Background: an optimization exercise with open tools, aiming at small area. Do not read the settings as production practice. In this exercise RTL edits were held to simulation tests only and were not proved equivalent to the original. Power and IR drop assume default switching activity.

Design moving_average_v5, start of the top module:
module moving_average_v5 (
    input wire clk,
    input wire rst_n,
    input wire enable,
    input wire data_refresh,
    input wire output_refresh_mode,
    input wire signed [15:0] din,
    input wire [2:0] mode,
    output reg signed [15:0] dout,
    output reg output_pulse
);
Size: roughly 650 cells after synthesis.
clock: 6.0 ns
lec_check: 0
abc_area: 1
cap_margin: 20
core_margin: 2
core_utilization: 60
cts_buf_list: sky130_fd_sc_hd__clkbuf_8
slew_margin: 20
standard.sh (not shown) runs the stock make flow with config.mk's settings and CLKGATE_MAP_FILE= SYNTH_SCRIPT=/design/flow/synth_recipe.tcl, a recipe that flattens the netlist after the stock synthesis.
==> flow/flow/run.sh <==
#!/bin/bash
# The standard layout with an area pass after its standard synthesis:
#  * each port gets the smallest buffer (buf_1);
#  * clock tree synthesis inserts no dummy loads;
#  * the synthesized netlist is improved without touching its registers:
#    fa_polarity.py picks each full adder's polarity (a full adder is
#    self-dual) to drop inverters, and abc re-maps the remaining logic for
#    area (reabc.ys), three times over, keeping the smallest; the result replaces 1_2_yosys.v and the
#    standard flow continues from there. Timing is then repaired by the flow.
set -euo pipefail
export BUFFER_PORTS_ARGS="-buffer_cell sky130_fd_sc_hd__buf_1"
export CTS_ARGS="-sink_clustering_enable -repair_clock_nets -buf_list sky130_fd_sc_hd__clkbuf_8 -dont_use_dummy_load"
R=orfs/results/sky130hd/moving_average_v5/base
L=orfs/logs/sky130hd/moving_average_v5/base
LIB=$FLOW_HOME/platforms/sky130hd/lib/sky130_fd_sc_hd__tt_025C_1v80.lib
bash standard.sh synth > synth.log 2>&1
cp $R/1_2_yosys.v yosys_standard.v
DONTUSE=$(grep -o -- "-dont_use [^ ]*" $L/1_2_yosys.log | sort -u | tr '\n' ' ')
cur=yosys_standard.v
best=""
best_area=""
for i in 1 2 3; do
  python3 flow/fa_polarity.py $cur pol$i.v >> fa_polarity.log 2>&1
  sed -e "s#@LIB@#$LIB#g" -e "s#@IN@#pol$i.v#" -e "s#@OUT@#abc$i.v#" \
      -e "s#@SCRIPT@#flow/amap.script#" -e "s#@TOP@#$FLOW_TOP#" \
      -e "s#@DONTUSE@#$DONTUSE#" flow/reabc.ys > reabc$i.ys
  yosys -l reabc$i.log reabc$i.ys > /dev/null
  area=$(grep "Chip area" reabc$i.log | tail -1 | awk '{print $NF}')
  if [[ -z "$best" ]] || awk "BEGIN{exit !($area < $best_area)}"; then
    best=abc$i.v
    best_area=$area
  fi
  cur=abc$i.v
done
echo "kept $best ($best_area um2)" >> fa_polarity.log
python3 flow/fa_polarity.py $best yosys_final.v >> fa_polarity.log 2>&1
cp yosys_final.v $R/1_2_yosys.v
rm -f $R/1_synth.odb
bash standard.sh > standard.log 2>&1
==> flow/flow/amap.script <==
&get -n
&st
&dch -f
&nf -R 1000 -F 8 -C 32
&put
Other scripts of this flow, unchanged in this note and not shown: flow/flow/fa_polarity.py, flow/flow/reabc.ys
The baseline finished clean.
Next try:
--- a/flow/flow/run.sh
+++ b/flow/flow/run.sh
@@ -4,0 +5,2 @@
+#  * after global routing, cells off the critical paths are downsized
+#    (RECOVER_POWER);
@@ -8 +10 @@
-#    area (reabc.ys), three times over, keeping the smallest; the result replaces 1_2_yosys.v and the
+#    area (reabc.ys), three times over; the result replaces 1_2_yosys.v and the
@@ -12,0 +15 @@
+export RECOVER_POWER=100
@@ -20,2 +22,0 @@
-best=""
-best_area=""
@@ -28,5 +28,0 @@
-  area=$(grep "Chip area" reabc$i.log | tail -1 | awk '{print $NF}')
-  if [[ -z "$best" ]] || awk "BEGIN{exit !($area < $best_area)}"; then
-    best=abc$i.v
-    best_area=$area
-  fi
@@ -35,2 +31 @@
-echo "kept $best ($best_area um2)" >> fa_polarity.log
-python3 flow/fa_polarity.py $best yosys_final.v >> fa_polarity.log 2>&1
+python3 flow/fa_polarity.py $cur yosys_final.v >> fa_polarity.log 2>&1
==> flow/flow/amap.script (replaced) <==
strash
dch -f
map
The new run finished but failed the layout checks on capacitance limit, slew limit.
Via count came out higher by 6.7%.
Power is lower by 7.8%.
Global-route usage increases by 2.5 points.
Area after synthesis came out higher by 3.7%.
Setup slack improves by 0.21 ns.
Count of clock-buffer cells in the layout is unchanged.
Next try:
--- a/flow/flow/run.sh
+++ b/flow/flow/run.sh
@@ -5,2 +4,0 @@
-#  * after global routing, cells off the critical paths are downsized
-#    (RECOVER_POWER);
@@ -10 +8 @@
-#    area (reabc.ys), three times over; the result replaces 1_2_yosys.v and the
+#    area (reabc.ys), twice over; the result replaces 1_2_yosys.v and the
@@ -15 +12,0 @@
-export RECOVER_POWER=100
==> flow/flow/amap.script (replaced) <==
strash
dch -f
map -a
What happened: The changed run passed the timing, DRC and antenna checks. Clock-buffer cell count stays the same. Setup slack gets worse by 0.21 ns. Maximum frequency came out lower by 3.7%. Area after synthesis came out lower by 2.9%. Flip-flop and latch count stays the same.
Next try:
--- a/flow/flow/run.sh
+++ b/flow/flow/run.sh
@@ -4 +3,0 @@
-#  * clock tree synthesis inserts no dummy loads;
@@ -12 +10,0 @@
-export CTS_ARGS="-sink_clustering_enable -repair_clock_nets -buf_list sky130_fd_sc_hd__clkbuf_8 -dont_use_dummy_load"
==> flow/flow/amap.script (replaced) <==
strash
dch -f
map
After rerunning: The changed run finished with timing, DRC and antenna clean; combinational power goes down by about 3%; wire length goes up by 3.8%; final area goes down by 0.49%; critical path depth goes down by 8; power goes up by 0.50%; synthesized area goes up by 3.0%; clock-buffer cell count does not change; sequential share of layout area goes up by 0.18 points; setup slack improves by 0.32 ns; register-to-register slack improves by 0.50 ns.

========
The RTL this note starts from:
==> flow/design.v <==
`timescale 1ns / 1ps
module ma5_add #(parameter W = 16, parameter F = 6, parameter B = 5) (
    input  wire [W-1:0] a,
    input  wire [W-1:0] b,
    input  wire         cin,
    output reg  [W-1:0] s
);
    reg [W-1:0] s0;
    reg c, bc, pa;
    integer i, k;
    always @* begin
        c = cin;
        for (i = 0; i < F; i = i + 1) begin
            s[i] = a[i] ^ b[i] ^ c;
            c = (a[i] & b[i]) | (a[i] & c) | (b[i] & c);
        end
        bc = c;
        for (k = F; k < W; k = k + B) begin
            c = 1'b0;
            pa = 1'b1;
            for (i = k; i < k + B && i < W; i = i + 1) begin
                s0[i] = a[i] ^ b[i] ^ c;
                c = (a[i] & b[i]) | (a[i] & c) | (b[i] & c);
                s[i] = s0[i] ^ (bc & pa);
                pa = pa & s0[i];
            end
            bc = c | (bc & pa);
        end
    end
endmodule
module moving_average_v5 (
    input wire clk,
    input wire rst_n,
    input wire enable,
    input wire data_refresh,
    input wire output_refresh_mode,
    input wire signed [15:0] din,
    input wire [2:0] mode,
    output reg signed [15:0] dout,
    output reg output_pulse
);
reg [27:4] acc;
reg [15:0] h0, h1, h2, h3;
reg [3:0] cnt;
reg init_flag;
wire upd  = enable & data_refresh;
wire load = ~init_flag & (cnt == 4'd0);
reg [23:0] x, y;
always @* begin
    if (!upd)
        x = 24'b0;
    else if (init_flag)
        x = {{8{din[15]}}, din};
    else if (load)
        x = {din, 8'b0};
    else
        x = {{4{din[15]}}, din, 4'b0};
    y = (upd & init_flag) ? ~{{8{h3[15]}}, h3} : 24'b0;
end
wire cin_a = upd & init_flag;
wire [23:0] xs = acc ^ x ^ y;
wire [23:0] xc = (acc & x) | (acc & y) | (x & y);
wire [23:0] acc_next;
ma5_add #(.W(24), .F(6), .B(6)) u_acc_add (
    .a(xs), .b({xc[22:0], cin_a}), .cin(1'b0), .s(acc_next)
);
wire m1 = (mode == 3'b001);
wire m2 = (mode == 3'b010);
wire m3 = (mode == 3'b011);
wire [15:0] q = ({16{m1}} & ~h2) | ({16{m2}} & h1) | ({16{m3}} & acc[27:12]);
wire [15:0] t1s = h0 ^ h1 ^ h2;
wire [15:0] t1c = (h0 & h1) | (h0 & h2) | (h1 & h2);
wire [15:0] t1cs = {t1c[14:0], 1'b0};
wire [15:0] t2s = t1s ^ t1cs ^ q;
wire [15:0] t2c = (t1s & t1cs) | (t1s & q) | (t1cs & q);
wire [15:0] w;
ma5_add #(.W(16), .F(6), .B(5)) u_out_add (
    .a(t2s), .b({t2c[14:0], m1}), .cin(1'b0), .s(w)
);
reg [15:0] dnext;
always @* begin
    case (mode)
        3'b001:         dnext = {w[15], w[15:1]};
        3'b010, 3'b011: dnext = {{2{w[15]}}, w[15:2]};
        3'b100, 3'b101: dnext = acc[27:12];
        default:        dnext = din;
    endcase
end
reg pnext;
always @* begin
    case (mode)
        3'b001:  pnext = cnt[0];
        3'b010:  pnext = (cnt[1:0] == 2'b10);
        3'b011:  pnext = (cnt[1:0] == 2'b11);
        3'b100:  pnext = (cnt == 4'b0111);
        3'b101:  pnext = (cnt == 4'b1111);
        default: pnext = 1'b1;
    endcase
end
always @(posedge clk or negedge rst_n) begin
    if (!rst_n) begin
        acc <= 24'b0;
    end else begin
        acc <= acc_next;
    end
end
always @(posedge clk or negedge rst_n) begin
    if (!rst_n) begin
        h0 <= 16'b0; h1 <= 16'b0; h2 <= 16'b0;
        cnt <= 4'b0;
        init_flag <= 1'b0;
        dout <= 16'b0;
        output_pulse <= 1'b0;
    end else if (enable) begin
        if (data_refresh) begin
            h0 <= din; h1 <= h0; h2 <= h1;
            if (!init_flag) begin
                cnt <= cnt + 4'd1;
                if (cnt == 4'd15) init_flag <= 1'b1;
            end
        end
        output_pulse <= data_refresh & (output_refresh_mode | pnext);
        dout <= dnext;
    end
end
always @(posedge clk) begin
    if (enable & data_refresh) h3 <= h2;
end
endmodule
Settings: LEC_CHECK=0, ABC_AREA=1, CAP_MARGIN=20, CORE_MARGIN=2, CORE_UTILIZATION=40, CTS_BUF_LIST=sky130_fd_sc_hd__clkbuf_8, SLEW_MARGIN=20; clock period 6.0 ns.
==> flow/flow/run.sh <==
#!/bin/bash
# The standard layout with an area pass after its standard synthesis:
#  * each port gets the smallest buffer (buf_1);
#  * the synthesized netlist is improved without touching its registers:
#    fa_polarity.py picks each full adder's polarity (a full adder is
#    self-dual) to drop inverters, and abc re-maps the remaining logic for
#    area (reabc.ys), twice over; the result replaces 1_2_yosys.v and the
#    standard flow continues from there. Timing is then repaired by the flow.
set -euo pipefail
export BUFFER_PORTS_ARGS="-buffer_cell sky130_fd_sc_hd__buf_1"
R=orfs/results/sky130hd/moving_average_v5/base
L=orfs/logs/sky130hd/moving_average_v5/base
LIB=$FLOW_HOME/platforms/sky130hd/lib/sky130_fd_sc_hd__tt_025C_1v80.lib
bash standard.sh synth > synth.log 2>&1
cp $R/1_2_yosys.v yosys_standard.v
DONTUSE=$(grep -o -- "-dont_use [^ ]*" $L/1_2_yosys.log | sort -u | tr '\n' ' ')
cur=yosys_standard.v
for i in 1 2 3; do
  python3 flow/fa_polarity.py $cur pol$i.v >> fa_polarity.log 2>&1
  sed -e "s#@LIB@#$LIB#g" -e "s#@IN@#pol$i.v#" -e "s#@OUT@#abc$i.v#" \
      -e "s#@SCRIPT@#flow/amap.script#" -e "s#@TOP@#$FLOW_TOP#" \
      -e "s#@DONTUSE@#$DONTUSE#" flow/reabc.ys > reabc$i.ys
  yosys -l reabc$i.log reabc$i.ys > /dev/null
  cur=abc$i.v
done
python3 flow/fa_polarity.py $cur yosys_final.v >> fa_polarity.log 2>&1
cp yosys_final.v $R/1_2_yosys.v
rm -f $R/1_synth.odb
bash standard.sh > standard.log 2>&1
==> flow/flow/amap.script <==
strash
dch -f
map
Other scripts of this flow, unchanged in this note and not shown: flow/flow/fa_polarity.py, flow/flow/reabc.ys
Rerun with:
==> flow/flow/amap.script (replaced) <==
strash
dch -f
amap
Outcome:
- Now the flow finished with setup timing left
- setup slack degrades by 0.59 ns
- non-clock buffer count rises by 70
- cell area grows by 11%
- total power climbs by 15%

[re-timing with driven ports]
How much do the figures lean on ideal ports? The routed layouts below were timed once more, with nothing changed but the port constraints. Step 1 sets driving cells, clkbuf_16 on the clock port and buf_2 on the other inputs (assumed; they add their load-dependent delay and slew). Step 2 adds t to the input delays and takes it off the output delays; t is the mean of the earliest and latest rising clock arrival at the registers after step 1. Input paths then give back, and output paths get back, about the clock's delay inside the block. Three values: ideal, step 1, step 2; two values: the first two.
run	t, ns	setup slack, ns	hold WS [ns]	latest minus earliest clock arrival (ns)
the first run of note 1	0.420	0.311 / 0.322 / -0.098	0.513 / 0.513 / 0.513	0.013 / 0.014
the second run of note 1	0.419	0.523 / 0.538 / 0.118	0.492 / 0.492 / 0.492	0.023 / 0.023
the third run of note 1	0.424	0.311 / 0.323 / -0.102	0.495 / 0.495 / 0.495	0.025 / 0.025
the fourth run of note 1	0.435	0.636 / 0.647 / 0.212	0.497 / 0.497 / 0.497	0.012 / 0.012
the first run of note 2	0.424	0.321 / 0.325 / -0.099	0.500 / 0.500 / 0.500	0.012 / 0.011
the second run of note 2	0.440	-0.264 / -0.275 / -0.714	0.468 / 0.468 / 0.468	0.013 / 0.013
With both steps, setup timing fails in the first run of note 1, the third run of note 1 and the first run of note 2, where it was met with ideal ports. The setup slack of the second run of note 2, which loses most, moves by -0.011 ns with the drivers and by -0.450 ns with both steps.
